What follows belongs to an exercise in optimizing a design on an open flow for small area; a production flow would make more cautious choices. At most, simulation tests tie the RTL to the original design; equivalence was not proved. Power and IR drop assume default switching activity.

## LTSSM
module LTSSM(
    input            clk,  
    input            rst,
    input            mode,  
    input            lane0_rx_det,
    input            lane1_rx_det,
    input            lane2_rx_det,
    input            lane3_rx_det,
    input            lane0_idle_break,
    input            lane1_idle_break,
    input            lane2_idle_break,
    input            lane3_idle_break,
    output           lane0_rx_det_seq_req,
    output           lane1_rx_det_seq_req,
    output           lane2_rx_det_seq_req,
    output           lane3_rx_det_seq_req,
    input            lane0_rx_det_seq_ack,
    input            lane1_rx_det_seq_ack,
    input            lane2_rx_det_seq_ack,
    input            lane3_rx_det_seq_ack,
    input[127:0]     lane0_ts_i,
    input            lane0_ts_i_vld,
    output[127:0]    lane0_ts_o,
    output           lane0_ts_o_vld,
    input[127:0]     lane1_ts_i,
    input            lane1_ts_i_vld,
    output[127:0]    lane1_ts_o,
    output           lane1_ts_o_vld,
    input[127:0]     lane2_ts_i,
    input            lane2_ts_i_vld,
    output[127:0]    lane2_ts_o,
    output           lane2_ts_o_vld,
    input[127:0]     lane3_ts_i,
    input            lane3_ts_i_vld,
    output[127:0]    lane3_ts_o,
    output           lane3_ts_o_vld,
    input            lane0_tx_fifo_full,
    input            lane1_tx_fifo_full,
    input            lane2_tx_fifo_full,
    input            lane3_tx_fifo_full,
    output[5:0]      curr_speed,
    output           linkup
);
wire [3:0]  ts_info;
wire        ts_update;
wire        req;
wire [3:0]  gen_ack;
wire        rx_ack;
wire        active, upd_new, t8, et2, e1_link, e2_num, m1, m2, ts2m;
wire [3:0]  p_a2c, p2c, fcfg;
  ...
==> module tsa, before the edit <==
module tsa #(parameter [7:0] LANE = 8'h01) (
    input                clk,
    input                rst,
    input  [3:0]         ts_info,
    input                mode,
    input                active,
    input                upd_new,
    input                t8,
    input                et2,
    input                e1_link,
    input                e2_num,
    input                m1,
    input                m2,
    input                ts2m,
    input                to_tsa_ts_sent_enough,
    output [7:0]         to_tsg_rcv_link_num,
    output               to_tsg_rcv_link_num_vld,
    output               to_tsg_rcv_lane_num_vld,
    input                from_tsg_update_ack,
    input                remote_ts_valid,
    input  [127:0]       remote_ts,
    output               tsa_p_a2c,
    output               tsa_p2c,
    input                cfg_new,           
    output               tsa_cfg            
);
wire       is_poll = ~ts_info[3];    
wire       is_cfg  = ts_info[3];
wire [2:0] sub     = ts_info[2:0];
reg [15:0] cnt;
reg        f_pa2c, f_p2c;
reg        f_cfg;
reg [7:0]  link_num, lane_num;
reg        link_vld, lane_vld, link_acq, lane_acq;
assign tsa_p_a2c = f_pa2c;
assign tsa_p2c = f_p2c;
assign tsa_cfg = f_cfg;
assign to_tsg_rcv_link_num = link_num;
assign to_tsg_rcv_link_num_vld = link_vld;
assign to_tsg_rcv_lane_num_vld = lane_vld;
wire [7:0] r0 = remote_ts[127:120];
wire [7:0] r1 = remote_ts[119:112];
wire [7:0] r2 = remote_ts[111:104];
wire [7:0] r3 = remote_ts[103:96];
wire [7:0] r4 = remote_ts[95:88];
wire [7:0] r5 = remote_ts[87:80];
reg all_ts1, all_ts2;
integer i;
always @* begin
    all_ts1 = 1'b1; all_ts2 = 1'b1;
    for (i = 0; i < 10; i = i + 1) begin
        all_ts1 = all_ts1 & (remote_ts[8*i +: 8] == 8'h4A);
        all_ts2 = all_ts2 & (remote_ts[8*i +: 8] == 8'h45);
    end
end
wire       r1_link = (r1 == link_num);
wire       r2_lane = (r2 == lane_num);
wire       r2_wl   = (r2 == LANE);
wire       r2_pad  = (r2 == 8'hF7);
wire       eq_c    = (r0 == 8'hBC) & (r3 == 8'hFF) & (r4 == 8'h3E) & (r5 == 8'h00);
wire       r1_00   = (r1 == 8'h00);
wire       eq1     = e1_link ? (link_acq ? r1_link : r1_00) : (r1 == 8'hF7);
wire       eq2     = e2_num ? (mode ? r2_lane : r2_wl) : r2_pad;
wire       eq_id   = et2 ? all_ts2 : all_ts1;
wire       base    = eq_c & eq_id;
wire       full    = base & eq1 & eq2;
wire       mm      = base & (m1 | eq1) & (m2 | eq2);
wire       ts2ok   = (~ts2m | (eq_c & eq1)) & all_ts2;
wire       ge      = t8 ? |cnt[15:3] : |cnt[15:1];
wire       v       = remote_ts_valid;
wire       vm      = v & mm;
wire       usp_ln  = v & (mm ? ~r2_lane : (r2_lane & ts2ok));
reg inc, clr;
always @* begin
    inc = 1'b0; clr = 1'b0;
    if (is_poll) begin
        inc = v & full;
        if (upd_new) clr = 1'b1;
        else if (ge & (to_tsa_ts_sent_enough | ~t8)) clr = 1'b1;
    end
    if (is_cfg) begin
        case (sub)
            3'd0: begin
                inc = vm & (mode | r1_00);
                if (ge) clr = 1'b1;
            end
            3'd1: begin
                if (~mode) clr = 1'b1;
                else begin
                    inc = vm & (lane_acq | r2_wl);
                    if (ge) clr = 1'b1;
                end
            end
            3'd2, 3'd3: begin
                if (~mode) inc = vm & ((sub == 3'd2) ? ~r2_pad : r2_wl);
                else inc = usp_ln;
                if (ge) clr = 1'b1;
            end
            3'd4: begin
                inc = vm;
                if (ge & to_tsa_ts_sent_enough) clr = 1'b1;
            end
            default: ;
        endcase
        if (upd_new) clr = 1'b1;
    end
end
always @(posedge clk) begin
    if (active & is_cfg & (sub == 3'd0) & mode & ~link_acq & vm)
        link_num <= r1;
end
wire [16:0] cc;
assign cc[0] = inc;
genvar gi;
generate for (gi = 0; gi < 16; gi = gi + 1) begin : g_inc
    assign cc[gi+1] = cc[gi] & cnt[gi];
end endgenerate
always @(posedge clk) begin
    cnt <= (cnt ^ cc[15:0]) & {16{active & ~clr}};
end
always @(posedge clk) begin
    if (rst) begin
        f_pa2c <= 1'b0; f_p2c <= 1'b0; f_cfg <= 1'b0;
        lane_num <= 8'd0;
        link_vld <= 1'b0; lane_vld <= 1'b0; link_acq <= 1'b0; lane_acq <= 1'b0;
    end else begin
        if (cfg_new) f_cfg <= 1'b0;
        if (active) begin
            if (is_poll & ~upd_new & ge & (to_tsa_ts_sent_enough | ~t8)) begin
                f_pa2c <= ~ts_info[0];
                f_p2c <= ts_info[0];
            end
            if (is_cfg) begin
                case (sub)
                    3'd0: begin
                        if (ge) f_cfg <= 1'b1;
                        if (mode) begin
                            if (~link_acq) begin
                                if (vm) begin
                                    link_vld <= 1'b1; link_acq <= 1'b1;
                                end
                            end else if (from_tsg_update_ack) begin
                                link_vld <= 1'b0;
                            end
                        end
                    end
                    3'd1: begin
                        if (~mode | ge) f_cfg <= 1'b1;
                        if (mode) begin
                            if (~lane_acq) begin
                                if (vm) begin
                                    lane_num <= r2; lane_vld <= r2_wl; lane_acq <= r2_wl;
                                end
                            end else if (from_tsg_update_ack) begin
                                lane_vld <= 1'b0;
                            end
                        end
                    end
                    3'd2, 3'd3: if (ge) f_cfg <= 1'b1;
                    3'd4: if (ge & to_tsa_ts_sent_enough) f_cfg <= 1'b1;
                    default: ;
                endcase
            end
        end
    end
end
endmodule
Settings: LEC_CHECK=0, CAP_MARGIN=0, CORE_AREA=10 10 390 390, DIE_AREA=0 0 400 400, SLEW_MARGIN=0; clock period 8.0 ns.
standard.sh (not shown) runs the stock make flow with config.mk's settings and CLKGATE_MAP_FILE= SYNTH_SCRIPT=/design/flow/synth_recipe.tcl, a recipe that flattens the netlist after the stock synthesis.
==> flow/flow/run.sh <==
#!/bin/bash
# Standard layout (standard.sh) with these changes:
#  - synthesis maps the logic with an area-oriented ABC script (flow/abc_area.script);
#    the registers and every other synthesis step are the standard ones;
#  - the port buffers are the smallest buffer cell (every port still gets one);
#  - one tie cell drives all constant outputs instead of one tie cell each;
#  - clock tree: larger sink clusters and no dummy loads.
set -euo pipefail
{ head -n 1 synth_recipe.tcl; cat flow/abc_wrap.tcl; tail -n +2 synth_recipe.tcl; } > area_synth.tcl
export FLOW_ABC_SCRIPT="$PWD/flow/abc_area.script"
export BUFFER_PORTS_ARGS="-buffer_cell sky130_fd_sc_hd__buf_1"
export SKIP_REPAIR_TIE_FANOUT=1
export CTS_ARGS="-sink_clustering_enable -repair_clock_nets -sink_clustering_size 28 -sink_clustering_max_diameter 80 -dont_use_dummy_load"
bash standard.sh SYNTH_SCRIPT="$PWD/area_synth.tcl" finish > standard.log 2>&1
==> flow/flow/abc_area.script <==
&get -n
&st
&syn2
&dch -f
&nf -a -R 1000
&st
&dch -f
&nf -a -R 1000
&put
topo
stime -c
dnsize -c
==> flow/flow/abc_wrap.tcl <==
# Run ABC with the area-oriented script given in FLOW_ABC_SCRIPT instead of
# the one the standard synthesis picks; everything else stays as it is.
proc abc {args} {
  set i [lsearch -exact $args -script]
  if { $i >= 0 } {
    lset args [expr { $i + 1 }] $::env(FLOW_ABC_SCRIPT)
  }
  puts "abc (area script): $args"
  yosys abc {*}$args
}
The starting point completed with no timing, DRC or antenna violations.
==> next run, changes <==
--- a/flow/design.v
+++ b/flow/design.v
@@ -415,39 +415,39 @@
         if (cfg_new) f_cfg <= 1'b0;
         if (active) begin
-            if (is_poll & ~upd_new & ge & (to_tsa_ts_sent_enough | ~t8)) begin
-                f_pa2c <= ~ts_info[0];
-                f_p2c <= ts_info[0];
-            end
-            if (is_cfg) begin
-                case (sub)
-                    3'd0: begin
-                        if (ge) f_cfg <= 1'b1;
-                        if (mode) begin
-                            if (~link_acq) begin
-                                if (vm) begin
-                                    link_vld <= 1'b1; link_acq <= 1'b1;
-                                end
-                            end else if (from_tsg_update_ack) begin
-                                link_vld <= 1'b0;
+        if (is_poll & ~upd_new & ge & (to_tsa_ts_sent_enough | ~t8)) begin
+            f_pa2c <= ~ts_info[0];
+            f_p2c <= ts_info[0];
+        end
+        if (is_cfg) begin
+            case (sub)
+                3'd0: begin
+                    if (ge) f_cfg <= 1'b1;
+                    if (mode) begin
+                        if (~link_acq) begin
+                            if (vm) begin
+                                link_vld <= 1'b1; link_acq <= 1'b1;
                             end
+                        end else if (from_tsg_update_ack) begin
+                            link_vld <= 1'b0;
                         end
                     end
-                    3'd1: begin
-                        if (~mode | ge) f_cfg <= 1'b1;
-                        if (mode) begin
-                            if (~lane_acq) begin
-                                if (vm) begin
-                                    lane_num <= r2; lane_vld <= r2_wl; lane_acq <= r2_wl;
-                                end
-                            end else if (from_tsg_update_ack) begin
-                                lane_vld <= 1'b0;
+                end
+                3'd1: begin
+                    if (~mode | ge) f_cfg <= 1'b1;
+                    if (mode) begin
+                        if (~lane_acq) begin
+                            if (vm) begin
+                                lane_num <= r2; lane_vld <= r2_wl; lane_acq <= r2_wl;
                             end
+                        end else if (from_tsg_update_ack) begin
+                            lane_vld <= 1'b0;
                         end
                     end
-                    3'd2, 3'd3: if (ge) f_cfg <= 1'b1;
-                    3'd4: if (ge & to_tsa_ts_sent_enough) f_cfg <= 1'b1;
-                    default: ;
-                endcase
-            end
+                end
+                3'd2, 3'd3: if (ge) f_cfg <= 1'b1;
+                3'd4: if (ge & to_tsa_ts_sent_enough) f_cfg <= 1'b1;
+                default: ;
+            endcase
+        end
         end
     end
Outcome: First-iteration DRC count stays the same. Total power stays the same. Clock-buffer cell count does not change. Routed wire length stays the same. Area after synthesis is unchanged. Synthesized cell count is unchanged. Via count does not change. Fmax stays the same. Global-route usage stays the same. Non-clock buffer count stays the same. Utilization is unchanged. Design area is unchanged. Cell count does not change. Sequential power stays flat.
The RTL of the second run of this note was laid out without a check of its function.

static timing again, ports no longer ideal:
Ports are ideal in the flow. The routed layouts listed here were re-timed in OpenROAD. Step 1 (the two cells are an assumption about what drives the block):
set clk [get_ports {clk}]
set_driving_cell -lib_cell sky130_fd_sc_hd__clkbuf_16 $clk
set_driving_cell -lib_cell sky130_fd_sc_hd__buf_2 [delete_from_list [all_inputs] $clk]
Step 2 times the ports against the registers' clock, not the clock port: input delays grow and output delays shrink by t, the midpoint of the rising clock arrivals with the driver on. Slacks: no drivers / after step 1 / after step 2; pairs: no drivers / after step 1.
run	t (ns)	setup slack, ns	hold slack, ns	clock arrival spread, ns	worst slew at a driven data input, ns
the first run	0.620	0.754 / 0.760 / 0.140	0.433 / 0.433 / 0.433	0.122 / 0.122	0.32
the second run	0.620	0.754 / 0.760 / 0.140	0.433 / 0.433 / 0.433	0.122 / 0.122	0.32
After both steps setup and hold are still met in every run listed.
